Source: an optimization exercise on an open RTL-to-GDS flow (aim: small area, a short achievable clock period and few clock cycles). Production flows keep margins and buffers that such runs may drop.
Where RTL was checked, it was by simulation tests only, not by an equivalence proof against the original.
Power is estimated from default activity; no workload was simulated.

## run a
==> flow/design.v <==
module SimpleCPU(clk,rstn,imem_addr,imem_data,dmem_addr,dmem_wdata,dmem_we,dmem_rdata);
  input clk;
  input rstn;
  output [31:0] imem_addr;
  input  [31:0] imem_data;
  output [31:0] dmem_addr;
  output [31:0] dmem_wdata;
  output        dmem_we;
  input  [31:0] dmem_rdata;
  reg  [31:0] pc;
  assign imem_addr = pc;
  reg  [31:0] ir;
  reg  [31:0] pcD;
  reg         vD;
  wire [4:0] op  = ir[4:0];
  wire [4:0] rd  = ir[11:7];
  wire [4:0] rs1 = ir[19:15];
  wire [4:0] rs2 = ir[24:20];
  wire opAdd  = op == 5'd1,  opAddi = op == 5'd2,  opSub  = op == 5'd3;
  wire opAnd  = op == 5'd4,  opAndi = op == 5'd5,  opOr   = op == 5'd6;
  wire opOri  = op == 5'd7,  opXor  = op == 5'd8,  opXori = op == 5'd9;
  wire opSll  = op == 5'd10, opSlli = op == 5'd11, opSrl  = op == 5'd12;
  wire opSrli = op == 5'd13, opLui  = op == 5'd14, opLw   = op == 5'd15;
  wire opSw   = op == 5'd16, opBlt  = op == 5'd17, opBeq  = op == 5'd18;
  wire opJal  = op == 5'd19, opJalr = op == 5'd20;
  wire isBr   = opBlt | opBeq;
  wire rType  = opAdd | opSub | opAnd | opOr | opXor | opSll | opSrl;
  wire iType  = opAddi | opAndi | opOri | opXori | opSlli | opSrli | opLw | opJalr;
  wire use1   = rType | iType | opSw | isBr;
  wire use2   = rType | opSw | isBr;
  wire wrD    = rType | iType | opLui | opJal;
  wire [31:0] immI  = {{20{ir[31]}}, ir[31:20]};
  wire [31:0] zimmI = {20'b0, ir[31:20]};
  wire [31:0] immSh = {26'b0, ir[25:20]};
  wire [31:0] immS  = {{20{ir[31]}}, ir[31:25], ir[11:7]};
  wire [31:0] immU  = {ir[31:12], 12'b0};
  wire [31:0] immJ  = {{12{ir[31]}}, ir[31:12]};
  wire predT  = isBr & ((opBeq & (rs1 == rs2)) | ir[31]);
  reg         vX;
  reg  [31:0] aX, bX, tX;
  reg  [4:0]  rdX;
  reg         wrX, ldX, stX, brX, bltX, jalrX, linkX, predX;
  reg  [2:0]  aluX;    
  reg  [31:0] resM, wdM;
  reg  [4:0]  rdM;
  reg         wrM, ldM, weM;
  assign dmem_addr  = resM;
  assign dmem_wdata = wdM;
  assign dmem_we    = weM;
  wire [31:0] wbM = ldM ? dmem_rdata : resM;
  reg  [31:0] RF [0:31];
  wire [31:0] rf1 = RF[rs1];
  wire [31:0] rf2 = RF[rs2];
  wire [31:0] sum   = aX + bX;
  wire [31:0] diff  = aX - bX;
  wire        big   = |bX[31:5];
  wire [31:0] shl   = big ? 32'b0 : aX << bX[4:0];
  wire [31:0] shr   = big ? 32'b0 : aX >> bX[4:0];
  reg  [31:0] alu;
  always @(*) begin
    case (aluX)
      3'd0: alu = sum;
      3'd1: alu = diff;
      3'd2: alu = aX & bX;
      3'd3: alu = aX | bX;
      3'd4: alu = aX ^ bX;
      3'd5: alu = shl;
      default: alu = shr;
    endcase
  end
  wire [31:0] resX  = linkX ? tX : alu;
  wire        taken = bltX ? (aX < bX) : (aX == bX);
  wire redirX = vX & ((brX & (taken != predX)) | jalrX);
  wire [31:0] tgtX = jalrX ? sum : tX;
  wire hitX1 = vX & wrX & (rdX == rs1);
  wire hitX2 = vX & wrX & (rdX == rs2);
  wire hitM1 = wrM & (rdM == rs1);
  wire hitM2 = wrM & (rdM == rs2);
  wire [31:0] r1 = hitX1 ? resX : hitM1 ? wbM : rf1;
  wire [31:0] r2 = hitX2 ? resX : hitM2 ? wbM : rf2;
  wire stall = vD & vX & ldX & ((hitX1 & use1) | (hitX2 & use2));
  wire off1 = opJal ? (ir[31:12] == 20'd1) : ({ir[31:25], ir[11:7]} == 12'd1);
  wire redirD = vD & ~stall & (opJal | predT) & ~off1;
  wire [31:0] brOff = opJal ? immJ : immS;
  wire [31:0] tgtD = pcD + brOff;
  wire [31:0] pcD1 = pcD + 32'd1;
  always @(posedge clk) begin
    if (!rstn) begin
      pc <= 32'b0;
      vD <= 1'b0;
    end else if (redirX) begin
      pc <= tgtX;
      vD <= 1'b0;
    end else if (!stall) begin
      if (redirD) begin
        pc <= tgtD;
        vD <= 1'b0;
      end else begin
        pc <= pc + 32'd1;
        vD <= 1'b1;
      end
    end
    if (!stall) begin
      ir  <= imem_data;
      pcD <= pc;
    end
  end
  always @(posedge clk) begin
    if (!rstn) vX <= 1'b0;
    else vX <= vD & ~stall & ~redirX;
    aX    <= r1;
    bX    <= (rType | isBr) ? r2 :
             (opSlli | opSrli) ? immSh :
             (opAndi | opOri | opXori) ? zimmI :
             opSw ? immS : immI;
    tX    <= opSw ? r2 : opLui ? immU : (opJal | opJalr | predT) ? pcD1 : tgtD;
    rdX   <= rd;
    wrX   <= wrD;
    ldX   <= opLw;
    stX   <= opSw;
    brX   <= isBr & ~off1;
    bltX  <= opBlt;
    jalrX <= opJalr;
    linkX <= opJal | opJalr | opLui;
    predX <= predT;
    aluX  <= (opSub | isBr) ? 3'd1 : (opAnd | opAndi) ? 3'd2 : (opOr | opOri) ? 3'd3 :
             (opXor | opXori) ? 3'd4 : (opSll | opSlli) ? 3'd5 : (opSrl | opSrli) ? 3'd6 : 3'd0;
  end
  always @(posedge clk) begin
    if (!rstn) begin
      wrM <= 1'b0;
      weM <= 1'b0;
    end else begin
      wrM <= vX & wrX;
      weM <= vX & stX;
    end
    ldM  <= ldX;
    rdM  <= rdX;
    resM <= resX;
    wdM  <= tX;
  end
  wire [31:0] wdata = rstn ? wbM : 32'b0;
  genvar g;
  generate for (g = 0; g < 32; g = g + 1) begin : rf
    always @(posedge clk)
      if (!rstn | (wrM & (rdM == g))) RF[g] <= wdata;
  end endgenerate
endmodule
export LEC_CHECK = 0
export CAP_MARGIN = 20
export CORE_MARGIN = 2
export CORE_UTILIZATION = 40
export PLACE_DENSITY = 0.6
export SLEW_MARGIN = 20
create_clock -name core_clock -period 10.0 [get_ports {clk}]
standard.sh (not shown) runs the stock make flow with config.mk's settings and CLKGATE_MAP_FILE= SYNTH_SCRIPT=/design/flow/synth_recipe.tcl, a recipe that flattens the netlist after the stock synthesis.
==> flow/flow/run.sh <==
#!/bin/bash
# Standard ORFS layout, with repair_timing asked to leave extra setup slack
# (the clock and I/O constraints are the design's own; only the repair target moves).
set -euo pipefail
MARGIN=${MARGIN:-6.5}
bash standard.sh synth > synth.log 2>&1
bash standard.sh SETUP_SLACK_MARGIN=$MARGIN finish > layout.log 2>&1
Changes in run b relative to run a:
--- a/flow/design.v
+++ b/flow/design.v
@@ -78,7 +78,13 @@
   wire hitM2 = wrM & (rdM == rs2);
   wire [31:0] r1 = hitX1 ? resX : hitM1 ? wbM : rf1;
   wire [31:0] r2 = hitX2 ? resX : hitM2 ? wbM : rf2;
-  wire stall = vD & vX & ldX & ((hitX1 & use1) | (hitX2 & use2));
+  reg  stall;
+  wire [4:0] fop = imem_data[4:0];
+  wire fUse1 = (fop >= 5'd1 && fop <= 5'd13) || (fop >= 5'd15 && fop <= 5'd18) || fop == 5'd20;
+  wire fUse2 = fop == 5'd1 || fop == 5'd3 || fop == 5'd4 || fop == 5'd6 || fop == 5'd8 ||
+               fop == 5'd10 || fop == 5'd12 || (fop >= 5'd16 && fop <= 5'd18);
+  wire stallN = vD & ~stall & ~redirX & opLw &
+                ((fUse1 & (imem_data[19:15] == rd)) | (fUse2 & (imem_data[24:20] == rd)));
   wire off1 = opJal ? (ir[31:12] == 20'd1) : ({ir[31:25], ir[11:7]} == 12'd1);
   wire redirD = vD & ~stall & (opJal | predT) & ~off1;
   wire [31:0] brOff = opJal ? immJ : immS;
@@ -106,6 +112,8 @@
     end
   end
   always @(posedge clk) begin
+    if (!rstn) stall <= 1'b0;
+    else stall <= stallN;
     if (!rstn) vX <= 1'b0;
     else vX <= vD & ~stall & ~redirX;
     aX    <= r1;
## What came out
Looking at the reports, run b completed the entire flow and the layout it produced met the timing, DRC and antenna checks. Per the comparison of run b with run a, sequential cell count level, design area moved up. Taking run a as the reference, in run b share of total power consumed by net switching now sits higher, number of buffers added for setup after CTS shows a reduction of 2.4%, non-clock buffer count in the final layout has decreased, share of cell area taken by muxes after synthesis moved up, register bit total from synthesis now sits at about the same level. Of run b and run a, the run reporting the lower net count reported at finish was run a.
Testbench counts of run b, summed over its fixed seeds: cycles 68,763.
For run a, only the layout was checked, not whether the RTL still works.

separate check: timing with driven ports:
Ports are ideal in the flow. The routed layouts listed here were re-timed in OpenROAD. Step 1: set_driving_cell puts a clkbuf_16 on clk and a buf_2 on each other input, an assumption about the parent block. Step 2 moves the port delays by t, midway between the first and last clock arrival at a register: inputs arrive t later, outputs are due t later. That takes back most of the time a late clock gives input paths. Three values: no drivers, after step 1, after step 2; two values: the first two.
run	t, ns	setup WS [ns]	cell pins on the clock port's net
run a	0.908	6.093 / 6.093 / 5.519	1
run b	0.919	6.154 / 6.154 / 5.576	1
After both steps every run listed still meets setup and hold. The setup slack of run b, which loses most, moves by 0.000 ns with the drivers and by -0.578 ns with both steps.
